Source: an optimization exercise on an open RTL-to-GDS flow (aim: small area and a short achievable clock period). Production flows keep margins and buffers that such runs may drop. RTL that was checked went through simulation tests only; none was proved equivalent to the original. No functional check of the RTL was part of run 1. No activity file was given, so power comes from the tool's default toggle rates.

==> flow/design.v, too long to show whole: its modules and the start of the top module <==
// module fpmul_sa: 987 lines
// module fpmul_sb: 419 lines
// module fpmul_fa: 6 lines
// module fpmul_xnor: 5 lines
// module fpmul_or: 5 lines
// module fpmul_sc: 9 lines
// module fpmul_pipe: 27 lines
module fpmul_pipe (clk, oprA, oprB, Result);
  // ...
==> flow/flow/run.sh <==
#!/bin/bash
# The standard layout, except that the port buffers are buf_2 cells rather than the
# clkdlybuf4s50_1 delay cells buffer_ports picks by default.
set -euo pipefail
export BUFFER_PORTS_ARGS="-buffer_cell sky130_fd_sc_hd__buf_2"
bash standard.sh finish > orfs_flow.log 2>&1
==> flow/standard.sh <==
#!/bin/bash
# synth_recipe.tcl (not shown) runs the flow's synth.tcl, then flattens the netlist and writes it again
# the make line also repeats each setting of config.mk as NAME=value (left out here)
make -C /OpenROAD-flow-scripts/flow DESIGN_CONFIG=/design/flow/config.mk WORK_HOME=/design/flow/orfs CLKGATE_MAP_FILE= SYNTH_SCRIPT=/design/flow/synth_recipe.tcl "${@:-finish}"
==> flow/config.mk <==
export PLATFORM = sky130hd
export DESIGN_NAME = fpmul_pipe
export DESIGN_NICKNAME = fpmul_pipe
export VERILOG_FILES = /design/flow/design.v
export SDC_FILE = /design/flow/constraint.sdc
export NUM_CORES = 4
export LEC_CHECK = 0
export CAP_MARGIN = 20
export CORE_MARGIN = 2
export CORE_UTILIZATION = 40
export SETUP_SLACK_MARGIN = 5
export SLEW_MARGIN = 20
export SYNTH_HIERARCHICAL = 1
export SYNTH_MINIMUM_KEEP_SIZE = 0
==> flow/constraint.sdc <==
create_clock -name core_clock -period 9.5 [get_ports {clk}]
set_input_delay 1.9000 -clock core_clock [delete_from_list [all_inputs] [get_ports {clk}]]
set_output_delay 1.9000 -clock core_clock [all_outputs]
set_load 0.01 [all_outputs]
==> impl_metrics.prom, run 1 <==
# TYPE chip_impl_metric gauge
chip_impl_metric{name="die_w",unit="um"} 217
chip_impl_metric{name="routedLengthMet1",unit="mm"} 23.5
chip_impl_metric{name="synthDistinctLibCells",unit=""} 56
chip_impl_metric{name="replace_congestion",unit=""} 0.867
chip_impl_info{name="rsz0062_at_grt",value="yes"} 1
chip_impl_metric{name="globalRouteMet1Util",unit="%"} 31.3
chip_impl_metric{name="finClkSkew",unit="ps"} 10.6
chip_impl_info{name="holdCritStartpoint",value="e1_q[4]"} 1
chip_impl_metric{name="drc",unit=""} 0
chip_impl_info{name="highest-signal-layer",value="met5"} 1
chip_impl_info{name="cp-startpoint",value="oprA[7]"} 1
chip_impl_metric{name="synth_compound_gate_area_share",unit="%"} 14.0
chip_impl_info{name="root_buffer",value="sky130_fd_sc_hd__clkbuf_16"} 1
chip_impl_metric{name="cp.arrival",unit="ps"} 4910
chip_impl_metric{name="max_cap_violations",unit=""} 0
chip_impl_metric{name="nNonClkInverters",unit=""} 64
chip_impl_metric{name="clkLatencyLatePin",unit="ps"} 450
chip_impl_metric{name="critical_path.max_fanout",unit=""} 25
chip_impl_metric{name="cts_resized",unit=""} 53
chip_impl_info{name="hp-class",value="flip-flop to flip-flop"} 1
chip_impl_metric{name="worst_hold_path.num_cells",unit=""} 0
chip_impl_info{name="outcome",value="complete, no violations"} 1
chip_impl_metric{name="cts_max_level",unit=""} 4
chip_impl_metric{name="flip_flop_count_of_the_largest_register_after_layout",unit=""} 108
chip_impl_metric{name="global_route_wire_length_before_repair",unit="mm"} 84.4
chip_impl_metric{name="sequential_power",unit="mW"} 1.21
chip_impl_metric{name="start_util",unit="%"} 40.2
chip_impl_metric{name="dpl-instance-area",unit="sq mm"} 0.0186
chip_impl_metric{name="timing.hold.ws",unit="ps"} 325
chip_impl_metric{name="final_design_area_no_fill",unit="sq mm"} 0.0209
chip_impl_metric{name="clock_pin_slew_on_the_worst_setup_and_hold_paths",unit="ps"} 60
chip_impl_metric{name="postSynthCellCount",unit=""} 1742
chip_impl_info{name="global_route.peak_usage_layer",value="met2"} 1
chip_impl_metric{name="fp.dieArea",unit="sq mm"} 0.0471
chip_impl_metric{name="buffer_area_share",unit="%"} 8.61
chip_impl_metric{name="syn-cell-area",unit="sq mm"} 0.0181
chip_impl_metric{name="antenna_cells_inserted",unit=""} 0
chip_impl_metric{name="dr_wl_met2",unit="mm"} 27.1
chip_impl_metric{name="irDropWorstVdd",unit="V"} 0.000145
chip_impl_metric{name="maximum_number_of_pins_on_one_net_before_global_route_repair",unit=""} 29
chip_impl_metric{name="multi_input_area_share",unit="%"} 69.0
chip_impl_info{name="top_pwr_grp",value="combinational logic"} 1
==> module fpmul_sb, before the edit <==
module fpmul_sb (r1, p2);
    input [107:0] r1;
    output [24:0] p2;
    wire a_C137 = r1[0];
    wire a_C138 = r1[1];
    wire a_S139 = r1[2];
    wire a_S124 = r1[3];
    wire a_C184 = r1[4];
    wire a_S185 = r1[5];
    wire a_S126 = r1[6];
    wire a_C185 = r1[7];
    wire a_S186 = r1[8];
    wire a_S128 = r1[9];
    wire a_C186 = r1[10];
    wire a_S187 = r1[11];
    wire a_S130 = r1[12];
    wire a_C187 = r1[13];
    wire a_S188 = r1[14];
    wire a_S132 = r1[15];
    wire a_C188 = r1[16];
    wire a_S189 = r1[17];
    wire a_S134 = r1[18];
    wire a_C189 = r1[19];
    wire a_S190 = r1[20];
    wire a_S136 = r1[21];
    wire a_C190 = r1[22];
    wire a_S191 = r1[23];
    wire a_S138 = r1[24];
    wire a_C191 = r1[25];
    wire a_S192 = r1[26];
    wire a_S140 = r1[27];
    wire a_C192 = r1[28];
    wire a_S142 = r1[29];
    wire a_S194 = r1[30];
    wire a_S144 = r1[31];
    wire a_C194 = r1[32];
    wire a_S195 = r1[33];
    wire a_S146 = r1[34];
    wire a_C195 = r1[35];
    wire a_S196 = r1[36];
    wire a_S148 = r1[37];
    wire a_C196 = r1[38];
    wire a_S197 = r1[39];
    wire a_S150 = r1[40];
    wire a_C197 = r1[41];
    wire a_S198 = r1[42];
    wire a_S152 = r1[43];
    wire a_C198 = r1[44];
    wire a_S199 = r1[45];
    wire a_S154 = r1[46];
    wire a_C199 = r1[47];
    wire a_S200 = r1[48];
    wire a_S156 = r1[49];
    wire a_C200 = r1[50];
    wire a_S201 = r1[51];
    wire a_S158 = r1[52];
    wire a_C201 = r1[53];
    wire a_S202 = r1[54];
    wire a_C158 = r1[55];
    wire a_C202 = r1[56];
    wire a_S203 = r1[57];
    wire a_C160 = r1[58];
    wire a_S204 = r1[59];
    wire a_C203 = r1[60];
    wire a_C214 = r1[61];
    wire a_S215 = r1[62];
    wire a_C215 = r1[63];
    wire a_S216 = r1[64];
    wire a_C216 = r1[65];
    wire a_S217 = r1[66];
    wire a_C217 = r1[67];
    wire a_S218 = r1[68];
    wire a_C218 = r1[69];
    wire a_S219 = r1[70];
    wire a_C219 = r1[71];
    wire a_S220 = r1[72];
    wire a_C220 = r1[73];
    wire a_S221 = r1[74];
    wire a_C221 = r1[75];
    wire a_S222 = r1[76];
    wire a_C222 = r1[77];
    wire a_S223 = r1[78];
    wire a_C223 = r1[79];
    wire a_S224 = r1[80];
    wire a_C224 = r1[81];
    wire a_S225 = r1[82];
    wire a_C225 = r1[83];
    wire a_S226 = r1[84];
    wire a_C226 = r1[85];
    wire a_S247 = r1[86];
    wire a_C247 = r1[87];
    wire a_S248 = r1[88];
    wire a_C248 = r1[89];
    wire a_S249 = r1[90];
    wire a_C249 = r1[91];
    wire a_S250 = r1[92];
    wire a_C250 = r1[93];
    wire a_S251 = r1[94];
    wire a_C251 = r1[95];
    wire a_S252 = r1[96];
    wire a_C252 = r1[97];
    wire a_S253 = r1[98];
    wire a_C253 = r1[99];
    wire a_S254 = r1[100];
    wire a_C254 = r1[101];
    wire a_S255 = r1[102];
    wire a_C255 = r1[103];
    wire a_S256 = r1[104];
    wire a_C256 = r1[105];
    wire a_395 = r1[106];
    wire a_401 = r1[107];
    wire a_S193, a_C193;
    fpmul_fa a_fa193 (.A(a_C137), .B(a_C138), .CIN(a_S139), .COUT(a_C193), .SUM(a_S193));
    wire a_S227, a_C227;
    fpmul_fa a_fa227 (.A(a_S124), .B(a_C184), .CIN(a_S185), .COUT(a_C227), .SUM(a_S227));
    wire a_S228, a_C228;
    fpmul_fa a_fa228 (.A(a_S126), .B(a_C185), .CIN(a_S186), .COUT(a_C228), .SUM(a_S228));
    wire a_S229, a_C229;
    fpmul_fa a_fa229 (.A(a_S128), .B(a_C186), .CIN(a_S187), .COUT(a_C229), .SUM(a_S229));
    wire a_S230, a_C230;
    fpmul_fa a_fa230 (.A(a_S130), .B(a_C187), .CIN(a_S188), .COUT(a_C230), .SUM(a_S230));
    wire a_S231, a_C231;
    fpmul_fa a_fa231 (.A(a_S132), .B(a_C188), .CIN(a_S189), .COUT(a_C231), .SUM(a_S231));
    wire a_S232, a_C232;
    fpmul_fa a_fa232 (.A(a_S134), .B(a_C189), .CIN(a_S190), .COUT(a_C232), .SUM(a_S232));
    wire a_S233, a_C233;
    fpmul_fa a_fa233 (.A(a_S136), .B(a_C190), .CIN(a_S191), .COUT(a_C233), .SUM(a_S233));
    wire a_S234, a_C234;
    fpmul_fa a_fa234 (.A(a_S138), .B(a_C191), .CIN(a_S192), .COUT(a_C234), .SUM(a_S234));
    wire a_S235, a_C235;
    fpmul_fa a_fa235 (.A(a_S140), .B(a_C192), .CIN(a_S193), .COUT(a_C235), .SUM(a_S235));
    wire a_S236, a_C236;
    fpmul_fa a_fa236 (.A(a_S142), .B(a_C193), .CIN(a_S194), .COUT(a_C236), .SUM(a_S236));
    wire a_S237, a_C237;
    fpmul_fa a_fa237 (.A(a_S144), .B(a_C194), .CIN(a_S195), .COUT(a_C237), .SUM(a_S237));
    wire a_S238, a_C238;
    fpmul_fa a_fa238 (.A(a_S146), .B(a_C195), .CIN(a_S196), .COUT(a_C238), .SUM(a_S238));
    wire a_S239, a_C239;
    fpmul_fa a_fa239 (.A(a_S148), .B(a_C196), .CIN(a_S197), .COUT(a_C239), .SUM(a_S239));
    wire a_S240, a_C240;
    fpmul_fa a_fa240 (.A(a_S150), .B(a_C197), .CIN(a_S198), .COUT(a_C240), .SUM(a_S240));
    wire a_S241, a_C241;
    fpmul_fa a_fa241 (.A(a_S152), .B(a_C198), .CIN(a_S199), .COUT(a_C241), .SUM(a_S241));
    wire a_S242, a_C242;
    fpmul_fa a_fa242 (.A(a_S154), .B(a_C199), .CIN(a_S200), .COUT(a_C242), .SUM(a_S242));
    wire a_S243, a_C243;
    fpmul_fa a_fa243 (.A(a_S156), .B(a_C200), .CIN(a_S201), .COUT(a_C243), .SUM(a_S243));
    wire a_S244, a_C244;
    fpmul_fa a_fa244 (.A(a_S158), .B(a_C201), .CIN(a_S202), .COUT(a_C244), .SUM(a_S244));
    wire a_S245, a_C245;
    fpmul_fa a_fa245 (.A(a_C158), .B(a_C202), .CIN(a_S203), .COUT(a_C245), .SUM(a_S245));
    wire a_S246, a_C246;
    fpmul_fa a_fa246 (.A(a_C160), .B(a_S204), .CIN(a_C203), .COUT(a_C246), .SUM(a_S246));
    wire b_0 = a_C214 & a_S215;
    wire b_1 = a_C215 & a_S216;
    wire b_2 = a_C216 & a_S217;
    wire b_3 = a_C217 & a_S218;
    wire b_4 = a_C218 & a_S219;
    wire b_5 = a_C219 & a_S220;
    wire b_6 = a_C220 & a_S221;
    wire b_7 = a_C221 & a_S222;
    wire b_8 = a_C222 & a_S223;
    wire b_9 = a_C223 & a_S224;
    wire b_10 = a_C224 & a_S225;
    wire b_11 = a_C225 & a_S226;
    wire b_12 = a_C226 & a_S227;
    wire b_13 = a_C227 & a_S228;
    wire b_14 = a_C228 & a_S229;
    wire b_15 = a_C229 & a_S230;
    wire b_16 = a_C230 & a_S231;
    wire b_17 = a_C231 & a_S232;
    wire b_18 = a_C232 & a_S233;
    wire b_19 = a_C233 & a_S234;
    wire b_20 = a_C234 & a_S235;
    wire b_21 = a_C235 & a_S236;
    wire b_22 = a_C236 & a_S237;
    wire b_23 = a_C237 & a_S238;
    wire b_24 = a_C238 & a_S239;
    wire b_25 = a_C239 & a_S240;
    wire b_26 = a_C240 & a_S241;
    wire b_27 = a_C241 & a_S242;
    wire b_28 = a_C242 & a_S243;
    wire b_29 = a_C243 & a_S244;
    wire b_30 = a_C244 & a_S245;
    wire b_31 = a_C245 & a_S246;
    wire b_32 = a_C246 & a_S247;
    wire b_33 = a_C247 & a_S248;
    wire b_34 = a_C248 & a_S249;
    wire b_35 = a_C249 & a_S250;
    wire b_36 = a_C250 & a_S251;
    wire b_37 = a_C251 & a_S252;
    wire b_38 = a_C252 & a_S253;
    wire b_39 = a_C253 & a_S254;
    wire b_40 = a_C254 & a_S255;
    wire b_41 = a_C255 & a_S256;
    wire b_42 = a_C256 & a_395;
    wire b_43 = (a_C214 & a_S215) | (a_C214 & a_401) | (a_S215 & a_401);
    wire b_44 = a_C214 ^ a_S215;
    wire b_45 = a_C215 ^ a_S216;
    wire b_46 = a_C216 ^ a_S217;
    wire b_47 = a_C217 ^ a_S218;
    wire b_48 = a_C218 ^ a_S219;
    wire b_49 = a_C219 ^ a_S220;
    wire b_50 = a_C220 ^ a_S221;
    wire b_51 = a_C221 ^ a_S222;
    wire b_52 = a_C222 ^ a_S223;
    wire b_53 = a_C223 ^ a_S224;
    wire b_54 = a_C224 ^ a_S225;
    wire b_55 = a_C225 ^ a_S226;
    wire b_56 = a_C226 ^ a_S227;
    wire b_57 = a_C227 ^ a_S228;
    wire b_58 = a_C228 ^ a_S229;
    wire b_59 = a_C229 ^ a_S230;
    wire b_60 = a_C230 ^ a_S231;
    wire b_61 = a_C231 ^ a_S232;
    wire b_62 = a_C232 ^ a_S233;
    wire b_63 = a_C233 ^ a_S234;
    wire b_64 = a_C234 ^ a_S235;
    wire b_65 = a_C235 ^ a_S236;
    wire b_66 = a_C236 ^ a_S237;
    wire b_67 = a_C237 ^ a_S238;
    wire b_68 = a_C238 ^ a_S239;
    wire b_69 = a_C239 ^ a_S240;
    wire b_70 = a_C240 ^ a_S241;
    wire b_71 = a_C241 ^ a_S242;
    wire b_72 = a_C242 ^ a_S243;
    wire b_73 = a_C243 ^ a_S244;
    wire b_74 = a_C244 ^ a_S245;
    wire b_75 = a_C245 ^ a_S246;
    wire b_76 = a_C246 ^ a_S247;
    wire b_77 = a_C247 ^ a_S248;
    wire b_78 = a_C248 ^ a_S249;
    wire b_79 = a_C249 ^ a_S250;
    wire b_80 = a_C250 ^ a_S251;
    wire b_81 = a_C251 ^ a_S252;
    wire b_82 = a_C252 ^ a_S253;
    wire b_83 = a_C253 ^ a_S254;
    wire b_84 = a_C254 ^ a_S255;
    wire b_85 = a_C255 ^ a_S256;
    wire b_86 = a_C256 ^ a_395;
    wire b_87 = b_1 | (b_45 & b_43);
    wire b_88 = b_45 & b_44;
    wire b_89 = b_3 | (b_47 & b_2);
    wire b_90 = b_47 & b_46;
    wire b_91 = b_5 | (b_49 & b_4);
    wire b_92 = b_49 & b_48;
    wire b_93 = b_7 | (b_51 & b_6);
    wire b_94 = b_51 & b_50;
    wire b_95 = b_9 | (b_53 & b_8);
    wire b_96 = b_53 & b_52;
    wire b_97 = b_11 | (b_55 & b_10);
    wire b_98 = b_55 & b_54;
    wire b_99 = b_13 | (b_57 & b_12);
    wire b_100 = b_57 & b_56;
    wire b_101 = b_15 | (b_59 & b_14);
    wire b_102 = b_59 & b_58;
    wire b_103 = b_17 | (b_61 & b_16);
    wire b_104 = b_61 & b_60;
    wire b_105 = b_19 | (b_63 & b_18);
    wire b_106 = b_63 & b_62;
    wire b_107 = b_21 | (b_65 & b_20);
    wire b_108 = b_65 & b_64;
    wire b_109 = b_23 | (b_67 & b_22);
    wire b_110 = b_67 & b_66;
    wire b_111 = b_25 | (b_69 & b_24);
    wire b_112 = b_69 & b_68;
    wire b_113 = b_27 | (b_71 & b_26);
    wire b_114 = b_71 & b_70;
    wire b_115 = b_29 | (b_73 & b_28);
    wire b_116 = b_73 & b_72;
    wire b_117 = b_31 | (b_75 & b_30);
    wire b_118 = b_75 & b_74;
    wire b_119 = b_33 | (b_77 & b_32);
    wire b_120 = b_77 & b_76;
    wire b_121 = b_35 | (b_79 & b_34);
    wire b_122 = b_79 & b_78;
    wire b_123 = b_37 | (b_81 & b_36);
    wire b_124 = b_81 & b_80;
    wire b_125 = b_39 | (b_83 & b_38);
    wire b_126 = b_83 & b_82;
    wire b_127 = b_41 | (b_85 & b_40);
    wire b_128 = b_85 & b_84;
    wire b_129 = b_89 | (b_90 & b_87);
    wire b_130 = b_90 & b_88;
    wire b_131 = b_93 | (b_94 & b_91);
    wire b_132 = b_94 & b_92;
    wire b_133 = b_97 | (b_98 & b_95);
    wire b_134 = b_98 & b_96;
    wire b_135 = b_101 | (b_102 & b_99);
    wire b_136 = b_102 & b_100;
    wire b_137 = b_105 | (b_106 & b_103);
    wire b_138 = b_106 & b_104;
    wire b_139 = b_109 | (b_110 & b_107);
    wire b_140 = b_110 & b_108;
    wire b_141 = b_113 | (b_114 & b_111);
    wire b_142 = b_114 & b_112;
    wire b_143 = b_117 | (b_118 & b_115);
    wire b_144 = b_118 & b_116;
    wire b_145 = b_121 | (b_122 & b_119);
    wire b_146 = b_122 & b_120;
    wire b_147 = b_125 | (b_126 & b_123);
    wire b_148 = b_126 & b_124;
    wire b_149 = b_131 | (b_132 & b_129);
    wire b_150 = b_132 & b_130;
    wire b_151 = b_135 | (b_136 & b_133);
    wire b_152 = b_136 & b_134;
    wire b_153 = b_139 | (b_140 & b_137);
    wire b_154 = b_140 & b_138;
    wire b_155 = b_143 | (b_144 & b_141);
    wire b_156 = b_144 & b_142;
    wire b_157 = b_147 | (b_148 & b_145);
    wire b_158 = b_148 & b_146;
    wire b_159 = b_151 | (b_152 & b_149);
    wire b_160 = b_152 & b_150;
    wire b_161 = b_155 | (b_156 & b_153);
    wire b_162 = b_156 & b_154;
    wire b_163 = b_161 | (b_162 & b_159);
    wire b_164 = b_162 & b_160;
    wire b_165 = b_153 | (b_154 & b_159);
    wire b_166 = b_154 & b_160;
    wire b_167 = b_157 | (b_158 & b_163);
    wire b_168 = b_158 & b_164;
    wire b_169 = b_133 | (b_134 & b_149);
    wire b_170 = b_134 & b_150;
    wire b_171 = b_137 | (b_138 & b_159);
    wire b_172 = b_138 & b_160;
    wire b_173 = b_141 | (b_142 & b_165);
    wire b_174 = b_142 & b_166;
    wire b_175 = b_145 | (b_146 & b_163);
    wire b_176 = b_146 & b_164;
    wire b_177 = b_91 | (b_92 & b_129);
    wire b_178 = b_92 & b_130;
    wire b_179 = b_95 | (b_96 & b_149);
    wire b_180 = b_96 & b_150;
    wire b_181 = b_99 | (b_100 & b_169);
    wire b_182 = b_100 & b_170;
    wire b_183 = b_103 | (b_104 & b_159);
    wire b_184 = b_104 & b_160;
    wire b_185 = b_107 | (b_108 & b_171);
    wire b_186 = b_108 & b_172;
    wire b_187 = b_111 | (b_112 & b_165);
    wire b_188 = b_112 & b_166;
    wire b_189 = b_115 | (b_116 & b_173);
    wire b_190 = b_116 & b_174;
    wire b_191 = b_119 | (b_120 & b_163);
    wire b_192 = b_120 & b_164;
    wire b_193 = b_123 | (b_124 & b_175);
    wire b_194 = b_124 & b_176;
    wire b_195 = b_127 | (b_128 & b_167);
    wire b_196 = b_128 & b_168;
    wire b_197 = b_2 | (b_46 & b_87);
    wire b_198 = b_46 & b_88;
    wire b_199 = b_4 | (b_48 & b_129);
    wire b_200 = b_48 & b_130;
    wire b_201 = b_6 | (b_50 & b_177);
    wire b_202 = b_50 & b_178;
    wire b_203 = b_8 | (b_52 & b_149);
    wire b_204 = b_52 & b_150;
    wire b_205 = b_10 | (b_54 & b_179);
    wire b_206 = b_54 & b_180;
    wire b_207 = b_12 | (b_56 & b_169);
    wire b_208 = b_56 & b_170;
    wire b_209 = b_14 | (b_58 & b_181);
    wire b_210 = b_58 & b_182;
    wire b_211 = b_16 | (b_60 & b_159);
    wire b_212 = b_60 & b_160;
    wire b_213 = b_18 | (b_62 & b_183);
    wire b_214 = b_62 & b_184;
    wire b_215 = b_20 | (b_64 & b_171);
    wire b_216 = b_64 & b_172;
    wire b_217 = b_22 | (b_66 & b_185);
    wire b_218 = b_66 & b_186;
    wire b_219 = b_24 | (b_68 & b_165);
    wire b_220 = b_68 & b_166;
    wire b_221 = b_26 | (b_70 & b_187);
    wire b_222 = b_70 & b_188;
    wire b_223 = b_28 | (b_72 & b_173);
    wire b_224 = b_72 & b_174;
    wire b_225 = b_30 | (b_74 & b_189);
    wire b_226 = b_74 & b_190;
    wire b_227 = b_32 | (b_76 & b_163);
    wire b_228 = b_76 & b_164;
    wire b_229 = b_34 | (b_78 & b_191);
    wire b_230 = b_78 & b_192;
    wire b_231 = b_36 | (b_80 & b_175);
    wire b_232 = b_80 & b_176;
    wire b_233 = b_38 | (b_82 & b_193);
    wire b_234 = b_82 & b_194;
    wire b_235 = b_40 | (b_84 & b_167);
    wire b_236 = b_84 & b_168;
    wire b_237 = b_42 | (b_86 & b_195);
    wire b_238 = b_86 & b_196;
    wire b_239 = ~(b_62 ^ b_183);
    wire b_240 = ~(b_63 ^ b_213);
    wire b_241 = ~(b_64 ^ b_171);
    wire b_242 = ~(b_65 ^ b_215);
    wire b_243 = ~(b_66 ^ b_185);
    wire b_244 = ~(b_67 ^ b_217);
    wire b_245 = ~(b_68 ^ b_165);
    wire b_246 = ~(b_69 ^ b_219);
    wire b_247 = ~(b_70 ^ b_187);
    wire b_248 = ~(b_71 ^ b_221);
    wire b_249 = ~(b_72 ^ b_173);
    wire b_250 = ~(b_73 ^ b_223);
    wire b_251 = ~(b_74 ^ b_189);
    wire b_252 = ~(b_75 ^ b_225);
    wire b_253 = ~(b_76 ^ b_163);
    wire b_254 = ~(b_77 ^ b_227);
    wire b_255 = ~(b_78 ^ b_191);
    wire b_256 = ~(b_79 ^ b_229);
    wire b_257 = ~(b_80 ^ b_175);
    wire b_258 = ~(b_81 ^ b_231);
    wire b_259 = ~(b_82 ^ b_193);
    wire b_260 = ~(b_83 ^ b_233);
    wire b_261 = ~(b_84 ^ b_167);
    wire b_262 = ~(b_85 ^ b_235);
    wire b_263 = ~(b_86 ^ b_195);
    assign p2 = {b_263, b_262, b_261, b_260, b_259, b_258, b_257, b_256, b_255, b_254, b_253, b_252, b_251, b_250, b_249, b_248, b_247, b_246, b_245, b_244, b_243, b_242, b_241, b_240, b_239};
endmodule
==> module fpmul_pipe, before the edit <==
module fpmul_pipe (clk, oprA, oprB, Result);
    input clk;
    input [31:0] oprA, oprB;
    output [31:0] Result;
    wire [107:0] r1_d;
    wire [7:0] e1_d;
    wire s1_d;
    reg [107:0] r1_q;
    reg [7:0] e1_q;
    reg s1_q;
    wire [24:0] p2_d;
    reg [24:0] p2_q;
    reg [7:0] e2_q;
    reg s2_q;
    fpmul_sa u_sa (.oprA(oprA), .oprB(oprB), .r1(r1_d), .e1(e1_d), .s1(s1_d));
    fpmul_sb u_sb (.r1(r1_q), .p2(p2_d));
    fpmul_sc u_sc (.p2(p2_q), .e2(e2_q), .s2(s2_q), .Result(Result));
    always @(posedge clk)
    begin
        r1_q <= r1_d;
        e1_q <= e1_d;
        s1_q <= s1_d;
        p2_q <= p2_d;
        e2_q <= e1_q;
        s2_q <= s1_q;
    end
endmodule
==> run 2: changes to the inputs <==
--- a/flow/design.v
+++ b/flow/design.v
@@ -1,11 +1,11 @@
 module fpmul_sa (oprA, oprB, r1, e1, s1);
     input [31:0] oprA, oprB;
-    output [107:0] r1;
+    output [127:0] r1;
     output [7:0] e1;
     output s1;
     wire [23:0] ma = {1'b1, oprA[22:0]};
     wire [23:0] mb = {1'b1, oprB[22:0]};
     assign e1 = oprA[30:23] + oprB[30:23] + 8'd129;
     assign s1 = oprA[31] ^ oprB[31];
     wire a_0 = mb[0] ^ 1'b0;
     wire a_1 = (mb[1] & ~mb[0] & ~1'b0) | (~mb[1] & mb[0] & 1'b0);
@@ -864,42 +864,16 @@
     wire a_S183, a_C183;
     fpmul_fa a_fa183 (.A(a_C117), .B(a_S119), .CIN(a_C118), .COUT(a_C183), .SUM(a_S183));
     wire a_S184, a_C184;
     fpmul_fa a_fa184 (.A(a_C119), .B(a_C120), .CIN(a_S121), .COUT(a_C184), .SUM(a_S184));
     wire a_S185, a_C185;
     fpmul_fa a_fa185 (.A(a_C121), .B(a_S123), .CIN(a_C122), .COUT(a_C185), .SUM(a_S185));
     wire a_S186, a_C186;
     fpmul_fa a_fa186 (.A(a_C123), .B(a_S125), .CIN(a_C124), .COUT(a_C186), .SUM(a_S186));
-    wire a_S187, a_C187;
-    fpmul_fa a_fa187 (.A(a_C125), .B(a_S127), .CIN(a_C126), .COUT(a_C187), .SUM(a_S187));
-    wire a_S188, a_C188;
-    fpmul_fa a_fa188 (.A(a_C127), .B(a_S129), .CIN(a_C128), .COUT(a_C188), .SUM(a_S188));
-    wire a_S189, a_C189;
-    fpmul_fa a_fa189 (.A(a_C129), .B(a_S131), .CIN(a_C130), .COUT(a_C189), .SUM(a_S189));
-    wire a_S190, a_C190;
-    fpmul_fa a_fa190 (.A(a_C131), .B(a_S133), .CIN(a_C132), .COUT(a_C190), .SUM(a_S190));
-    wire a_S191, a_C191;
-    fpmul_fa a_fa191 (.A(a_C133), .B(a_S135), .CIN(a_C134), .COUT(a_C191), .SUM(a_S191));
-    wire a_S192, a_C192;
-    fpmul_fa a_fa192 (.A(a_C135), .B(a_S137), .CIN(a_C136), .COUT(a_C192), .SUM(a_S192));
-    wire a_S194, a_C194;
-    fpmul_fa a_fa194 (.A(a_C139), .B(a_S141), .CIN(a_C140), .COUT(a_C194), .SUM(a_S194));
-    wire a_S195, a_C195;
-    fpmul_fa a_fa195 (.A(a_C141), .B(a_S143), .CIN(a_C142), .COUT(a_C195), .SUM(a_S195));
-    wire a_S196, a_C196;
-    fpmul_fa a_fa196 (.A(a_C143), .B(a_S145), .CIN(a_C144), .COUT(a_C196), .SUM(a_S196));
-    wire a_S197, a_C197;
-    fpmul_fa a_fa197 (.A(a_C145), .B(a_S147), .CIN(a_C146), .COUT(a_C197), .SUM(a_S197));
-    wire a_S198, a_C198;
-    fpmul_fa a_fa198 (.A(a_C147), .B(a_S149), .CIN(a_C148), .COUT(a_C198), .SUM(a_S198));
-    wire a_S199, a_C199;
-    fpmul_fa a_fa199 (.A(a_C149), .B(a_S151), .CIN(a_C150), .COUT(a_C199), .SUM(a_S199));
-    wire a_S200, a_C200;
-    fpmul_fa a_fa200 (.A(a_S153), .B(a_C151), .CIN(a_C152), .COUT(a_C200), .SUM(a_S200));
     wire a_S201, a_C201;
     fpmul_fa a_fa201 (.A(a_C153), .B(a_S155), .CIN(a_C154), .COUT(a_C201), .SUM(a_S201));
     wire a_S202, a_C202;
     fpmul_fa a_fa202 (.A(a_C155), .B(a_S157), .CIN(a_C156), .COUT(a_C202), .SUM(a_S202));
     wire a_S203, a_C203;
     fpmul_fa a_fa203 (.A(a_C157), .B(a_S159), .CIN(a_S160), .COUT(a_C203), .SUM(a_S203));
     wire a_S204, a_C204;
     fpmul_fa a_fa204 (.A(a_C159), .B(a_S161), .CIN(a_S162), .COUT(a_C204), .SUM(a_S204));
@@ -943,30 +917,16 @@
     wire a_S219, a_C219;
     fpmul_fa a_fa219 (.A(a_S108), .B(a_C176), .CIN(a_S177), .COUT(a_C219), .SUM(a_S219));
     wire a_S220, a_C220;
     fpmul_fa a_fa220 (.A(a_C177), .B(a_S110), .CIN(a_S178), .COUT(a_C220), .SUM(a_S220));
     wire a_S221, a_C221;
     fpmul_fa a_fa221 (.A(a_S112), .B(a_C178), .CIN(a_S179), .COUT(a_C221), .SUM(a_S221));
     wire a_S222, a_C222;
     fpmul_fa a_fa222 (.A(a_S114), .B(a_C179), .CIN(a_S180), .COUT(a_C222), .SUM(a_S222));
-    wire a_S223, a_C223;
-    fpmul_fa a_fa223 (.A(a_S116), .B(a_C180), .CIN(a_S181), .COUT(a_C223), .SUM(a_S223));
-    wire a_S224, a_C224;
-    fpmul_fa a_fa224 (.A(a_S118), .B(a_C181), .CIN(a_S182), .COUT(a_C224), .SUM(a_S224));
-    wire a_S225, a_C225;
-    fpmul_fa a_fa225 (.A(a_S120), .B(a_C182), .CIN(a_S183), .COUT(a_C225), .SUM(a_S225));
-    wire a_S226, a_C226;
-    fpmul_fa a_fa226 (.A(a_S122), .B(a_C183), .CIN(a_S184), .COUT(a_C226), .SUM(a_S226));
-    wire a_S247, a_C247;
-    fpmul_fa a_fa247 (.A(a_S164), .B(a_C204), .CIN(a_S205), .COUT(a_C247), .SUM(a_S247));
-    wire a_S248, a_C248;
-    fpmul_fa a_fa248 (.A(a_S166), .B(a_C205), .CIN(a_S206), .COUT(a_C248), .SUM(a_S248));
-    wire a_S249, a_C249;
-    fpmul_fa a_fa249 (.A(a_S168), .B(a_S207), .CIN(a_C206), .COUT(a_C249), .SUM(a_S249));
     wire a_S250, a_C250;
     fpmul_fa a_fa250 (.A(a_S170), .B(a_C207), .CIN(a_S208), .COUT(a_C250), .SUM(a_S250));
     wire a_S251, a_C251;
     fpmul_fa a_fa251 (.A(a_C170), .B(a_S209), .CIN(a_C208), .COUT(a_C251), .SUM(a_S251));
     wire a_S252, a_C252;
     fpmul_fa a_fa252 (.A(a_C172), .B(a_S210), .CIN(a_C209), .COUT(a_C252), .SUM(a_S252));
     wire a_S253, a_C253;
     fpmul_fa a_fa253 (.A(a_S173), .B(a_C210), .CIN(a_S211), .COUT(a_C253), .SUM(a_S253));
@@ -978,131 +938,185 @@
     fpmul_fa a_fa256 (.A(a_HS37), .B(a_C213), .CIN(a_357), .COUT(a_C256), .SUM(a_S256));
     wire a_395 = a_HC37 ^ a_359;
     wire a_396 = a_HC37 & a_359;
     wire a_397 = a_28 | a_3;
     wire a_398 = a_4 | a_397;
     wire a_399 = (a_33 & a_HS38) | (a_33 & a_398) | (a_HS38 & a_398);
     wire a_400 = (a_HC38 & a_HS39) | (a_HC38 & a_399) | (a_HS39 & a_399);
     wire a_401 = (a_HC39 & a_S214) | (a_HC39 & a_400) | (a_S214 & a_400);
-    assign r1 = {a_401, a_395, a_C256, a_S256, a_C255, a_S255, a_C254, a_S254, a_C253, a_S253, a_C252, a_S252, a_C251, a_S251, a_C250, a_S250, a_C249, a_S249, a_C248, a_S248, a_C247, a_S247, a_C226, a_S226, a_C225, a_S225, a_C224, a_S224, a_C223, a_S223, a_C222, a_S222, a_C221, a_S221, a_C220, a_S220, a_C219, a_S219, a_C218, a_S218, a_C217, a_S217, a_C216, a_S216, a_C215, a_S215, a_C214, a_C203, a_S204, a_C160, a_S203, a_C202, a_C158, a_S202, a_C201, a_S158, a_S201, a_C200, a_S156, a_S200, a_C199, a_S154, a_S199, a_C198, a_S152, a_S198, a_C197, a_S150, a_S197, a_C196, a_S148, a_S196, a_C195, a_S146, a_S195, a_C194, a_S144, a_S194, a_S142, a_C192, a_S140, a_S192, a_C191, a_S138, a_S191, a_C190, a_S136, a_S190, a_C189, a_S134, a_S189, a_C188, a_S132, a_S188, a_C187, a_S130, a_S187, a_C186, a_S128, a_S186, a_C185, a_S126, a_S185, a_C184, a_S124, a_S139, a_C138, a_C137};
+    assign r1 = {a_401, a_395, a_C256, a_S256, a_C255, a_S255, a_C254, a_S254, a_C253, a_S253, a_C252, a_S252, a_C251, a_S251, a_C250, a_S250, a_C222, a_S222, a_C221, a_S221, a_C220, a_S220, a_C219, a_S219, a_C218, a_S218, a_C217, a_S217, a_C216, a_S216, a_C215, a_S215, a_C214, a_C206, a_S207, a_S168, a_S206, a_C205, a_S166, a_S205, a_C204, a_S164, a_C203, a_S204, a_C160, a_S203, a_C202, a_C158, a_S202, a_C201, a_S158, a_S201, a_S156, a_S154, a_S152, a_S150, a_S148, a_S146, a_S144, a_S142, a_S140, a_S138, a_S136, a_S134, a_S132, a_S130, a_C186, a_S128, a_S186, a_C185, a_S126, a_S185, a_C184, a_S124, a_S184, a_C183, a_S122, a_S183, a_C182, a_S120, a_S182, a_C181, a_S118, a_S181, a_C180, a_S116, a_C152, a_C151, a_S153, a_C150, a_S151, a_C149, a_C148, a_S149, a_C147, a_C146, a_S147, a_C145, a_C144, a_S145, a_C143, a_C142, a_S143, a_C141, a_C140, a_S141, a_C139, a_S139, a_C138, a_C137, a_C136, a_S137, a_C135, a_C134, a_S135, a_C133, a_C132, a_S133, a_C131, a_C130, a_S131, a_C129, a_C128, a_S129, a_C127, a_C126, a_S127, a_C125};
 endmodule
 module fpmul_sb (r1, p2);
-    input [107:0] r1;
+    input [127:0] r1;
     output [24:0] p2;
-    wire a_C137 = r1[0];
-    wire a_C138 = r1[1];
-    wire a_S139 = r1[2];
-    wire a_S124 = r1[3];
-    wire a_C184 = r1[4];
-    wire a_S185 = r1[5];
-    wire a_S126 = r1[6];
-    wire a_C185 = r1[7];
-    wire a_S186 = r1[8];
-    wire a_S128 = r1[9];
-    wire a_C186 = r1[10];
-    wire a_S187 = r1[11];
-    wire a_S130 = r1[12];
-    wire a_C187 = r1[13];
-    wire a_S188 = r1[14];
-    wire a_S132 = r1[15];
-    wire a_C188 = r1[16];
-    wire a_S189 = r1[17];
-    wire a_S134 = r1[18];
-    wire a_C189 = r1[19];
-    wire a_S190 = r1[20];
-    wire a_S136 = r1[21];
-    wire a_C190 = r1[22];
-    wire a_S191 = r1[23];
-    wire a_S138 = r1[24];
-    wire a_C191 = r1[25];
-    wire a_S192 = r1[26];
-    wire a_S140 = r1[27];
-    wire a_C192 = r1[28];
-    wire a_S142 = r1[29];
-    wire a_S194 = r1[30];
-    wire a_S144 = r1[31];
-    wire a_C194 = r1[32];
-    wire a_S195 = r1[33];
-    wire a_S146 = r1[34];
-    wire a_C195 = r1[35];
-    wire a_S196 = r1[36];
-    wire a_S148 = r1[37];
-    wire a_C196 = r1[38];
-    wire a_S197 = r1[39];
-    wire a_S150 = r1[40];
-    wire a_C197 = r1[41];
-    wire a_S198 = r1[42];
-    wire a_S152 = r1[43];
-    wire a_C198 = r1[44];
-    wire a_S199 = r1[45];
-    wire a_S154 = r1[46];
-    wire a_C199 = r1[47];
-    wire a_S200 = r1[48];
-    wire a_S156 = r1[49];
-    wire a_C200 = r1[50];
-    wire a_S201 = r1[51];
-    wire a_S158 = r1[52];
-    wire a_C201 = r1[53];
-    wire a_S202 = r1[54];
-    wire a_C158 = r1[55];
-    wire a_C202 = r1[56];
-    wire a_S203 = r1[57];
-    wire a_C160 = r1[58];
-    wire a_S204 = r1[59];
-    wire a_C203 = r1[60];
-    wire a_C214 = r1[61];
-    wire a_S215 = r1[62];
-    wire a_C215 = r1[63];
-    wire a_S216 = r1[64];
-    wire a_C216 = r1[65];
-    wire a_S217 = r1[66];
-    wire a_C217 = r1[67];
-    wire a_S218 = r1[68];
-    wire a_C218 = r1[69];
-    wire a_S219 = r1[70];
-    wire a_C219 = r1[71];
-    wire a_S220 = r1[72];
-    wire a_C220 = r1[73];
-    wire a_S221 = r1[74];
-    wire a_C221 = r1[75];
-    wire a_S222 = r1[76];
-    wire a_C222 = r1[77];
-    wire a_S223 = r1[78];
-    wire a_C223 = r1[79];
-    wire a_S224 = r1[80];
-    wire a_C224 = r1[81];
-    wire a_S225 = r1[82];
-    wire a_C225 = r1[83];
-    wire a_S226 = r1[84];
-    wire a_C226 = r1[85];
-    wire a_S247 = r1[86];
-    wire a_C247 = r1[87];
-    wire a_S248 = r1[88];
-    wire a_C248 = r1[89];
-    wire a_S249 = r1[90];
-    wire a_C249 = r1[91];
-    wire a_S250 = r1[92];
-    wire a_C250 = r1[93];
-    wire a_S251 = r1[94];
-    wire a_C251 = r1[95];
-    wire a_S252 = r1[96];
-    wire a_C252 = r1[97];
-    wire a_S253 = r1[98];
-    wire a_C253 = r1[99];
-    wire a_S254 = r1[100];
-    wire a_C254 = r1[101];
-    wire a_S255 = r1[102];
-    wire a_C255 = r1[103];
-    wire a_S256 = r1[104];
-    wire a_C256 = r1[105];
-    wire a_395 = r1[106];
-    wire a_401 = r1[107];
+    wire a_C125 = r1[0];
+    wire a_S127 = r1[1];
+    wire a_C126 = r1[2];
+    wire a_C127 = r1[3];
+    wire a_S129 = r1[4];
+    wire a_C128 = r1[5];
+    wire a_C129 = r1[6];
+    wire a_S131 = r1[7];
+    wire a_C130 = r1[8];
+    wire a_C131 = r1[9];
+    wire a_S133 = r1[10];
+    wire a_C132 = r1[11];
+    wire a_C133 = r1[12];
+    wire a_S135 = r1[13];
+    wire a_C134 = r1[14];
+    wire a_C135 = r1[15];
+    wire a_S137 = r1[16];
+    wire a_C136 = r1[17];
+    wire a_C137 = r1[18];
+    wire a_C138 = r1[19];
+    wire a_S139 = r1[20];
+    wire a_C139 = r1[21];
+    wire a_S141 = r1[22];
+    wire a_C140 = r1[23];
+    wire a_C141 = r1[24];
+    wire a_S143 = r1[25];
+    wire a_C142 = r1[26];
+    wire a_C143 = r1[27];
+    wire a_S145 = r1[28];
+    wire a_C144 = r1[29];
+    wire a_C145 = r1[30];
+    wire a_S147 = r1[31];
+    wire a_C146 = r1[32];
+    wire a_C147 = r1[33];
+    wire a_S149 = r1[34];
+    wire a_C148 = r1[35];
+    wire a_C149 = r1[36];
+    wire a_S151 = r1[37];
+    wire a_C150 = r1[38];
+    wire a_S153 = r1[39];
+    wire a_C151 = r1[40];
+    wire a_C152 = r1[41];
+    wire a_S116 = r1[42];
+    wire a_C180 = r1[43];
+    wire a_S181 = r1[44];
+    wire a_S118 = r1[45];
+    wire a_C181 = r1[46];
+    wire a_S182 = r1[47];
+    wire a_S120 = r1[48];
+    wire a_C182 = r1[49];
+    wire a_S183 = r1[50];
+    wire a_S122 = r1[51];
+    wire a_C183 = r1[52];
+    wire a_S184 = r1[53];
+    wire a_S124 = r1[54];
+    wire a_C184 = r1[55];
+    wire a_S185 = r1[56];
+    wire a_S126 = r1[57];
+    wire a_C185 = r1[58];
+    wire a_S186 = r1[59];
+    wire a_S128 = r1[60];
+    wire a_C186 = r1[61];
+    wire a_S130 = r1[62];
+    wire a_S132 = r1[63];
+    wire a_S134 = r1[64];
+    wire a_S136 = r1[65];
+    wire a_S138 = r1[66];
+    wire a_S140 = r1[67];
+    wire a_S142 = r1[68];
+    wire a_S144 = r1[69];
+    wire a_S146 = r1[70];
+    wire a_S148 = r1[71];
+    wire a_S150 = r1[72];
+    wire a_S152 = r1[73];
+    wire a_S154 = r1[74];
+    wire a_S156 = r1[75];
+    wire a_S201 = r1[76];
+    wire a_S158 = r1[77];
+    wire a_C201 = r1[78];
+    wire a_S202 = r1[79];
+    wire a_C158 = r1[80];
+    wire a_C202 = r1[81];
+    wire a_S203 = r1[82];
+    wire a_C160 = r1[83];
+    wire a_S204 = r1[84];
+    wire a_C203 = r1[85];
+    wire a_S164 = r1[86];
+    wire a_C204 = r1[87];
+    wire a_S205 = r1[88];
+    wire a_S166 = r1[89];
+    wire a_C205 = r1[90];
+    wire a_S206 = r1[91];
+    wire a_S168 = r1[92];
+    wire a_S207 = r1[93];
+    wire a_C206 = r1[94];
+    wire a_C214 = r1[95];
+    wire a_S215 = r1[96];
+    wire a_C215 = r1[97];
+    wire a_S216 = r1[98];
+    wire a_C216 = r1[99];
+    wire a_S217 = r1[100];
+    wire a_C217 = r1[101];
+    wire a_S218 = r1[102];
+    wire a_C218 = r1[103];
+    wire a_S219 = r1[104];
+    wire a_C219 = r1[105];
+    wire a_S220 = r1[106];
+    wire a_C220 = r1[107];
+    wire a_S221 = r1[108];
+    wire a_C221 = r1[109];
+    wire a_S222 = r1[110];
+    wire a_C222 = r1[111];
+    wire a_S250 = r1[112];
+    wire a_C250 = r1[113];
+    wire a_S251 = r1[114];
+    wire a_C251 = r1[115];
+    wire a_S252 = r1[116];
+    wire a_C252 = r1[117];
+    wire a_S253 = r1[118];
+    wire a_C253 = r1[119];
+    wire a_S254 = r1[120];
+    wire a_C254 = r1[121];
+    wire a_S255 = r1[122];
+    wire a_C255 = r1[123];
+    wire a_S256 = r1[124];
+    wire a_C256 = r1[125];
+    wire a_395 = r1[126];
+    wire a_401 = r1[127];
+    wire a_S187, a_C187;
+    fpmul_fa a_fa187 (.A(a_C125), .B(a_S127), .CIN(a_C126), .COUT(a_C187), .SUM(a_S187));
+    wire a_S188, a_C188;
+    fpmul_fa a_fa188 (.A(a_C127), .B(a_S129), .CIN(a_C128), .COUT(a_C188), .SUM(a_S188));
+    wire a_S189, a_C189;
+    fpmul_fa a_fa189 (.A(a_C129), .B(a_S131), .CIN(a_C130), .COUT(a_C189), .SUM(a_S189));
+    wire a_S190, a_C190;
+    fpmul_fa a_fa190 (.A(a_C131), .B(a_S133), .CIN(a_C132), .COUT(a_C190), .SUM(a_S190));
+    wire a_S191, a_C191;
+    fpmul_fa a_fa191 (.A(a_C133), .B(a_S135), .CIN(a_C134), .COUT(a_C191), .SUM(a_S191));
+    wire a_S192, a_C192;
+    fpmul_fa a_fa192 (.A(a_C135), .B(a_S137), .CIN(a_C136), .COUT(a_C192), .SUM(a_S192));
     wire a_S193, a_C193;
     fpmul_fa a_fa193 (.A(a_C137), .B(a_C138), .CIN(a_S139), .COUT(a_C193), .SUM(a_S193));
+    wire a_S194, a_C194;
+    fpmul_fa a_fa194 (.A(a_C139), .B(a_S141), .CIN(a_C140), .COUT(a_C194), .SUM(a_S194));
+    wire a_S195, a_C195;
+    fpmul_fa a_fa195 (.A(a_C141), .B(a_S143), .CIN(a_C142), .COUT(a_C195), .SUM(a_S195));
+    wire a_S196, a_C196;
+    fpmul_fa a_fa196 (.A(a_C143), .B(a_S145), .CIN(a_C144), .COUT(a_C196), .SUM(a_S196));
+    wire a_S197, a_C197;
+    fpmul_fa a_fa197 (.A(a_C145), .B(a_S147), .CIN(a_C146), .COUT(a_C197), .SUM(a_S197));
+    wire a_S198, a_C198;
+    fpmul_fa a_fa198 (.A(a_C147), .B(a_S149), .CIN(a_C148), .COUT(a_C198), .SUM(a_S198));
+    wire a_S199, a_C199;
+    fpmul_fa a_fa199 (.A(a_C149), .B(a_S151), .CIN(a_C150), .COUT(a_C199), .SUM(a_S199));
+    wire a_S200, a_C200;
+    fpmul_fa a_fa200 (.A(a_S153), .B(a_C151), .CIN(a_C152), .COUT(a_C200), .SUM(a_S200));
+    wire a_S223, a_C223;
+    fpmul_fa a_fa223 (.A(a_S116), .B(a_C180), .CIN(a_S181), .COUT(a_C223), .SUM(a_S223));
+    wire a_S224, a_C224;
+    fpmul_fa a_fa224 (.A(a_S118), .B(a_C181), .CIN(a_S182), .COUT(a_C224), .SUM(a_S224));
+    wire a_S225, a_C225;
+    fpmul_fa a_fa225 (.A(a_S120), .B(a_C182), .CIN(a_S183), .COUT(a_C225), .SUM(a_S225));
+    wire a_S226, a_C226;
+    fpmul_fa a_fa226 (.A(a_S122), .B(a_C183), .CIN(a_S184), .COUT(a_C226), .SUM(a_S226));
     wire a_S227, a_C227;
     fpmul_fa a_fa227 (.A(a_S124), .B(a_C184), .CIN(a_S185), .COUT(a_C227), .SUM(a_S227));
     wire a_S228, a_C228;
     fpmul_fa a_fa228 (.A(a_S126), .B(a_C185), .CIN(a_S186), .COUT(a_C228), .SUM(a_S228));
     wire a_S229, a_C229;
     fpmul_fa a_fa229 (.A(a_S128), .B(a_C186), .CIN(a_S187), .COUT(a_C229), .SUM(a_S229));
     wire a_S230, a_C230;
     fpmul_fa a_fa230 (.A(a_S130), .B(a_C187), .CIN(a_S188), .COUT(a_C230), .SUM(a_S230));
@@ -1133,16 +1147,22 @@
     wire a_S243, a_C243;
     fpmul_fa a_fa243 (.A(a_S156), .B(a_C200), .CIN(a_S201), .COUT(a_C243), .SUM(a_S243));
     wire a_S244, a_C244;
     fpmul_fa a_fa244 (.A(a_S158), .B(a_C201), .CIN(a_S202), .COUT(a_C244), .SUM(a_S244));
     wire a_S245, a_C245;
     fpmul_fa a_fa245 (.A(a_C158), .B(a_C202), .CIN(a_S203), .COUT(a_C245), .SUM(a_S245));
     wire a_S246, a_C246;
     fpmul_fa a_fa246 (.A(a_C160), .B(a_S204), .CIN(a_C203), .COUT(a_C246), .SUM(a_S246));
+    wire a_S247, a_C247;
+    fpmul_fa a_fa247 (.A(a_S164), .B(a_C204), .CIN(a_S205), .COUT(a_C247), .SUM(a_S247));
+    wire a_S248, a_C248;
+    fpmul_fa a_fa248 (.A(a_S166), .B(a_C205), .CIN(a_S206), .COUT(a_C248), .SUM(a_S248));
+    wire a_S249, a_C249;
+    fpmul_fa a_fa249 (.A(a_S168), .B(a_S207), .CIN(a_C206), .COUT(a_C249), .SUM(a_S249));
     wire b_0 = a_C214 & a_S215;
     wire b_1 = a_C215 & a_S216;
     wire b_2 = a_C216 & a_S217;
     wire b_3 = a_C217 & a_S218;
     wire b_4 = a_C218 & a_S219;
     wire b_5 = a_C219 & a_S220;
     wire b_6 = a_C220 & a_S221;
     wire b_7 = a_C221 & a_S222;
@@ -1428,20 +1448,20 @@
     wire [22:0] frac = p2[24] ? p2[23:1] : p2[22:0];
     wire [7:0] expo = e2 + {7'd0, p2[24]};
     assign Result = {s2, expo, frac};
 endmodule
 module fpmul_pipe (clk, oprA, oprB, Result);
     input clk;
     input [31:0] oprA, oprB;
     output [31:0] Result;
-    wire [107:0] r1_d;
+    wire [127:0] r1_d;
     wire [7:0] e1_d;
     wire s1_d;
-    reg [107:0] r1_q;
+    reg [127:0] r1_q;
     reg [7:0] e1_q;
     reg s1_q;
     wire [24:0] p2_d;
     reg [24:0] p2_q;
     reg [7:0] e2_q;
     reg s2_q;
     fpmul_sa u_sa (.oprA(oprA), .oprB(oprB), .r1(r1_d), .e1(e1_d), .s1(s1_d));
     fpmul_sb u_sb (.r1(r1_q), .p2(p2_d));
==> impl_metrics.prom, run 2 <==
# TYPE chip_impl_metric gauge
chip_impl_info{name="setup.worst_path.class",value="input pin to flip-flop"} 1
chip_impl_metric{name="nNetsFinal",unit=""} 2011
chip_impl_info{name="synth_commonest_cells",value="sky130_fd_sc_hd__xnor2_1 (318), sky130_fd_sc_hd__fa_1 (270), sky130_fd_sc_hd__a22oi_1 (242), sky130_fd_sc_hd__dfxtp_1 (171), sky130_fd_sc_hd__buf_4 (165)"} 1
chip_impl_info{name="path_delay_family",value="adder cells"} 1
chip_impl_metric{name="timing.final.max_slew_violations",unit=""} 0
chip_impl_info{name="synth_flop_cell",value="sky130_fd_sc_hd__dfxtp_1"} 1
chip_impl_metric{name="grt_util_overall",unit="%"} 22.9
chip_impl_metric{name="core-area",unit="sq mm"} 0.0456
chip_impl_metric{name="area_delta_synth_final",unit="%"} 2.66
chip_impl_metric{name="cts.path.max_buffers",unit=""} 2
chip_impl_metric{name="syn-cell-area",unit="sq mm"} 0.0186
chip_impl_metric{name="first_global_vias",unit=""} 13400
chip_impl_metric{name="synth.top_cell.area_share",unit="%"} 29.1
chip_impl_metric{name="critical_path.max_fanout",unit=""} 28
chip_impl_info{name="most_used_standard_cell_by_instance_count_after_synthesis",value="sky130_fd_sc_hd__xnor2_1"} 1
chip_impl_info{name="final_cell_mix",value="sky130_fd_sc_hd__xnor2_1 (315), sky130_fd_sc_hd__fa_1 (261), sky130_fd_sc_hd__a22oi_1 (240)"} 1
chip_impl_info{name="synth.area.top_cells",value="sky130_fd_sc_hd__fa_1 (29%), sky130_fd_sc_hd__dfxtp_1 (18%), sky130_fd_sc_hd__xnor2_1 (15%)"} 1
chip_impl_metric{name="worst_slew_margin_rel",unit="%"} 43.5
chip_impl_metric{name="irDropWorstVdd",unit="V"} 0.000240
chip_impl_metric{name="firstDrtPassIters",unit=""} 6
chip_impl_info{name="cells_traversed_along_the_worst_timing_path",value="buf_6, nand2_1, o22ai_4, buf_12, a22oi_2, xnor2_1, fa_1, fa_1, fa_1"} 1
chip_impl_metric{name="synth.area.mux_share",unit="%"} 1.39
chip_impl_metric{name="finClkSkew",unit="ps"} 17.9
chip_impl_info{name="hp-class",value="flip-flop to flip-flop"} 1
chip_impl_metric{name="number_of_flip_flops_and_latches_in_the_synthesized_netlist",unit=""} 171
chip_impl_metric{name="flip_flop_count_of_the_largest_register_after_layout",unit=""} 128
chip_impl_info{name="root_buffer",value="sky130_fd_sc_hd__clkbuf_16"} 1
chip_impl_metric{name="crit_required",unit="ps"} 9850
chip_impl_metric{name="setup-violations-final",unit=""} 0
chip_impl_metric{name="io_pins",unit=""} 97
chip_impl_metric{name="cp_num_buf_inv",unit=""} 2
chip_impl_metric{name="synth_compound_gate_area_share",unit="%"} 13.5
chip_impl_metric{name="postSynthCellCount",unit=""} 1767
chip_impl_info{name="crit_path_start_kind",value="input pin"} 1
chip_impl_metric{name="cp.arrival",unit="ps"} 4850
chip_impl_metric{name="hold_viol_final",unit=""} 0
chip_impl_info{name="leading_registers_by_flop_count",value="r1_q: 128 flops, p2_q: 25 flops"} 1
chip_impl_metric{name="max_stage_delay",unit="ps"} 590
chip_impl_metric{name="global_route_wire_length_before_repair",unit="mm"} 81.5
chip_impl_metric{name="antenna_violations_before_repair",unit=""} 1
chip_impl_info{name="outcome",value="complete, no violations"} 1
chip_impl_metric{name="number_of_enable_type_register_cells_in_the_synthesized_netlist",unit=""} 0
chip_impl_metric{name="fin_tns_setup",unit="ps"} 0
chip_impl_metric{name="post_synth_xor_area_fraction",unit="%"} 16.9
chip_impl_metric{name="cts_max_level",unit=""} 4
chip_impl_metric{name="tritoncts.num_buffers",unit=""} 17
chip_impl_metric{name="num_vias",unit=""} 12600
chip_impl_metric{name="powerDensity",unit="mW/mm^2"} 372
chip_impl_metric{name="synth_simple_gate_area_share",unit="%"} 4.14
chip_impl_metric{name="synthDistinctLibCells",unit=""} 55
chip_impl_metric{name="post-route-period-util",unit="%"} 47.3
chip_impl_metric{name="synth_seq_area_share",unit="%"} 18.4
chip_impl_info{name="max_flop_register",value="r1_q"} 1
chip_impl_metric{name="mapped_avg_cell_area",unit="sq um"} 10.5
chip_impl_metric{name="drc",unit=""} 0
chip_impl_info{name="cpMaxStageDelayCell",value="sky130_fd_sc_hd__fa_1"} 1
chip_impl_metric{name="dp.final_hpwl",unit="mm"} 35.8
chip_impl_metric{name="floorplan.rows",unit=""} 78
chip_impl_metric{name="clkLatencyLatePin",unit="ps"} 490
chip_impl_metric{name="total_number_of_clock_tree_sinks",unit=""} 171
chip_impl_metric{name="avgRoutedWirePerCell",unit="um"} 23.9
chip_impl_info{name="rsz0062_at_grt",value="no"} 1
chip_impl_metric{name="post_synth_fa_ha_maj_area_fraction",unit="%"} 34.2
chip_impl_info{name="largest_family_of_logic_cells_by_synthesized_area",value="adder cells"} 1
chip_impl_info{name="critical_path.most_common_cell",value="sky130_fd_sc_hd__fa_1"} 1
chip_impl_metric{name="static-leakage-power",unit="nW"} 7.12
chip_impl_metric{name="fp.dieArea",unit="sq mm"} 0.0482
chip_impl_metric{name="async_flop_share",unit="%"} 0
chip_impl_metric{name="timing.hold.ws",unit="ps"} 327
chip_impl_metric{name="max_cap_violations",unit=""} 0
chip_impl_metric{name="start_util",unit="%"} 40.8
chip_impl_metric{name="grt_remaining_overflow",unit=""} 0
chip_impl_metric{name="die-height",unit="um"} 219
chip_impl_metric{name="maximum_number_of_pins_on_one_net_before_global_route_repair",unit=""} 29
chip_impl_metric{name="postRouteWirelength",unit="mm"} 53.0
chip_impl_metric{name="drt-initial-drc-count",unit=""} 1206
chip_impl_info{name="yosys.area.top_type",value="sky130_fd_sc_hd__fa_1"} 1
chip_impl_metric{name="ys.warnings.count",unit=""} 7
chip_impl_info{name="cts_tree",value="yes"} 1
chip_impl_metric{name="replace_congestion",unit=""} 0.880
chip_impl_metric{name="final.min_clock_period",unit="ps"} 4490
chip_impl_metric{name="clock_pin_slew_on_the_worst_setup_and_hold_paths",unit="ps"} 60
chip_impl_metric{name="fraction_of_layout_cells_with_a_size_suffix_above_1",unit="%"} 14.6
chip_impl_metric{name="die_w",unit="um"} 219
chip_impl_metric{name="vias_per_cell",unit=""} 5.71
chip_impl_metric{name="fmaxAchievable",unit="GHz"} 0.223
chip_impl_info{name="layout_commonest_cell",value="sky130_fd_sc_hd__xnor2_1"} 1
chip_impl_metric{name="antenna_violating_nets_post_route",unit=""} 0
chip_impl_metric{name="timing_worst_slew_pin_value",unit="ps"} 848
chip_impl_info{name="endpoint_kind",value="flip-flop"} 1
chip_impl_metric{name="io_buffer_count",unit=""} 96
==> run 2: layout make-up <==
class | count | area (sq um)
Antenna cell | 1 | 2.50
Clock buffer | 20 | 447
Clock inverter | 8 | 146
Fill cell | 4333 | 26500
Inverter | 63 | 264
Multi-Input combinational cell | 1236 | 13400
Sequential cell | 171 | 3420
Tap cell | 600 | 751
Timing Repair Buffer | 113 | 652
==> run 2: kinds of logic (layout without fill, tap and decap cells) <==
| family | after synthesis | after routing |
|---|---|---|
| DFF | 171 | 171 |
| buffers and inverters | 372 | 204 |
| and+or+nand+nor | 145 | 145 |
| other | 1 | 13 |
| muxes | 23 | 23 |
| xor gates and xnor gates | 358 | 358 |
| adders and majority gates | 346 | 346 |
| AOI/OAI and AO/OA | 351 | 352 |
==> run 2: path summary, 6_finish.rpt <==
check / start / to / slack, ps / depth (start not counted)
setup reg to reg: r1_q[0] / p2_q[15] / 5260 / 12
setup / recovery: oprB[1] / r1_q[110] / 5010 / 9
hold / removal: e1_q[3] / e2_q[3] / 330 / 0
hold reg to reg: e1_q[3] / e2_q[3] / 330 / 0
==> run 2: through the flow <==
step	utilization, %	area (sq um)	total power [mW]	instances	setup slack, ps
floorplan	-	18900	6.66	1778	4940
global placement	40.0	18200	6.21	2179	3790
detailed placement	40.0	18200	6.36	2179	3750
CTS	41.7	19000	7.16	2211	4980
global route	41.8	19100	7.89	2211	5000
finish	41.8	19100	7.10	2212	5010
==> run 2: power breakdown <==
group / internal (mW) / switching, mW
Sequential: 1.18 / 0.194
Clock: 0.439 / 0.303
Combinational: 2.24 / 2.74
==> run 2: routing by layer <==
metal | routed length (um) | track usage, % | part of all wire, % | vias to the layer above
li1 | - | - | - | 5384
met1 | 21300 | 29.4 | 40 | 6409
met2 | 24700 | 36.1 | 47 | 723
met3 | 5210 | 6.22 | 9.8 | 112
met4 | 1800 | 10.5 | 3.4 | 0
met5 | 0 | 0 | 0 | -
==> run 2: Yosys stat by module (local to each module, per instance) <==
module / flops+latches / area [sq um]
fpmul_fa: 0 / 20.0
fpmul_or: 0 / 6.26
fpmul_pipe: 171 / 3420
fpmul_sa: 0 / 7390
fpmul_sb: 0 / 1690
fpmul_sc: 0 / 414
fpmul_xnor: 0 / 8.76
==> run 2: what timing repair did <==
item	CTS	global route
gates resized for setup	30	14
buffers inserted	3	0
endpoints found under the setup margin	99	39
hold buffers	0	0
pin swaps	2	0
cloned	1	0

[afterwards: timing with drivers on the ports]
How much do the figures lean on ideal ports? The routed layouts below were timed once more, with nothing changed but the port constraints. Step 1 (the two cells are an assumption about what drives the block):
set clk [get_ports {clk}]
set_driving_cell -lib_cell sky130_fd_sc_hd__clkbuf_16 $clk
set_driving_cell -lib_cell sky130_fd_sc_hd__buf_2 [delete_from_list [all_inputs] $clk]
Step 2, shift: input delay + t, output delay - t, t = (earliest + latest rising clock arrival at the registers) / 2. This alone moves slack from input paths to output paths. a / b / c = ideal / step 1 / step 2; a / b = the first two.
run | t (ns) | setup WS [ns] | cell pins on the clock port's net
run 1 | 0.508 | 4.980 / 4.969 / 4.461 | 1
run 2 | 0.538 | 5.007 / 4.965 / 4.427 | 1
After both steps every run listed still meets setup and hold. For run 2, which loses most, drivers alone change the setup slack by -0.042 ns; drivers and shift together by -0.580 ns.
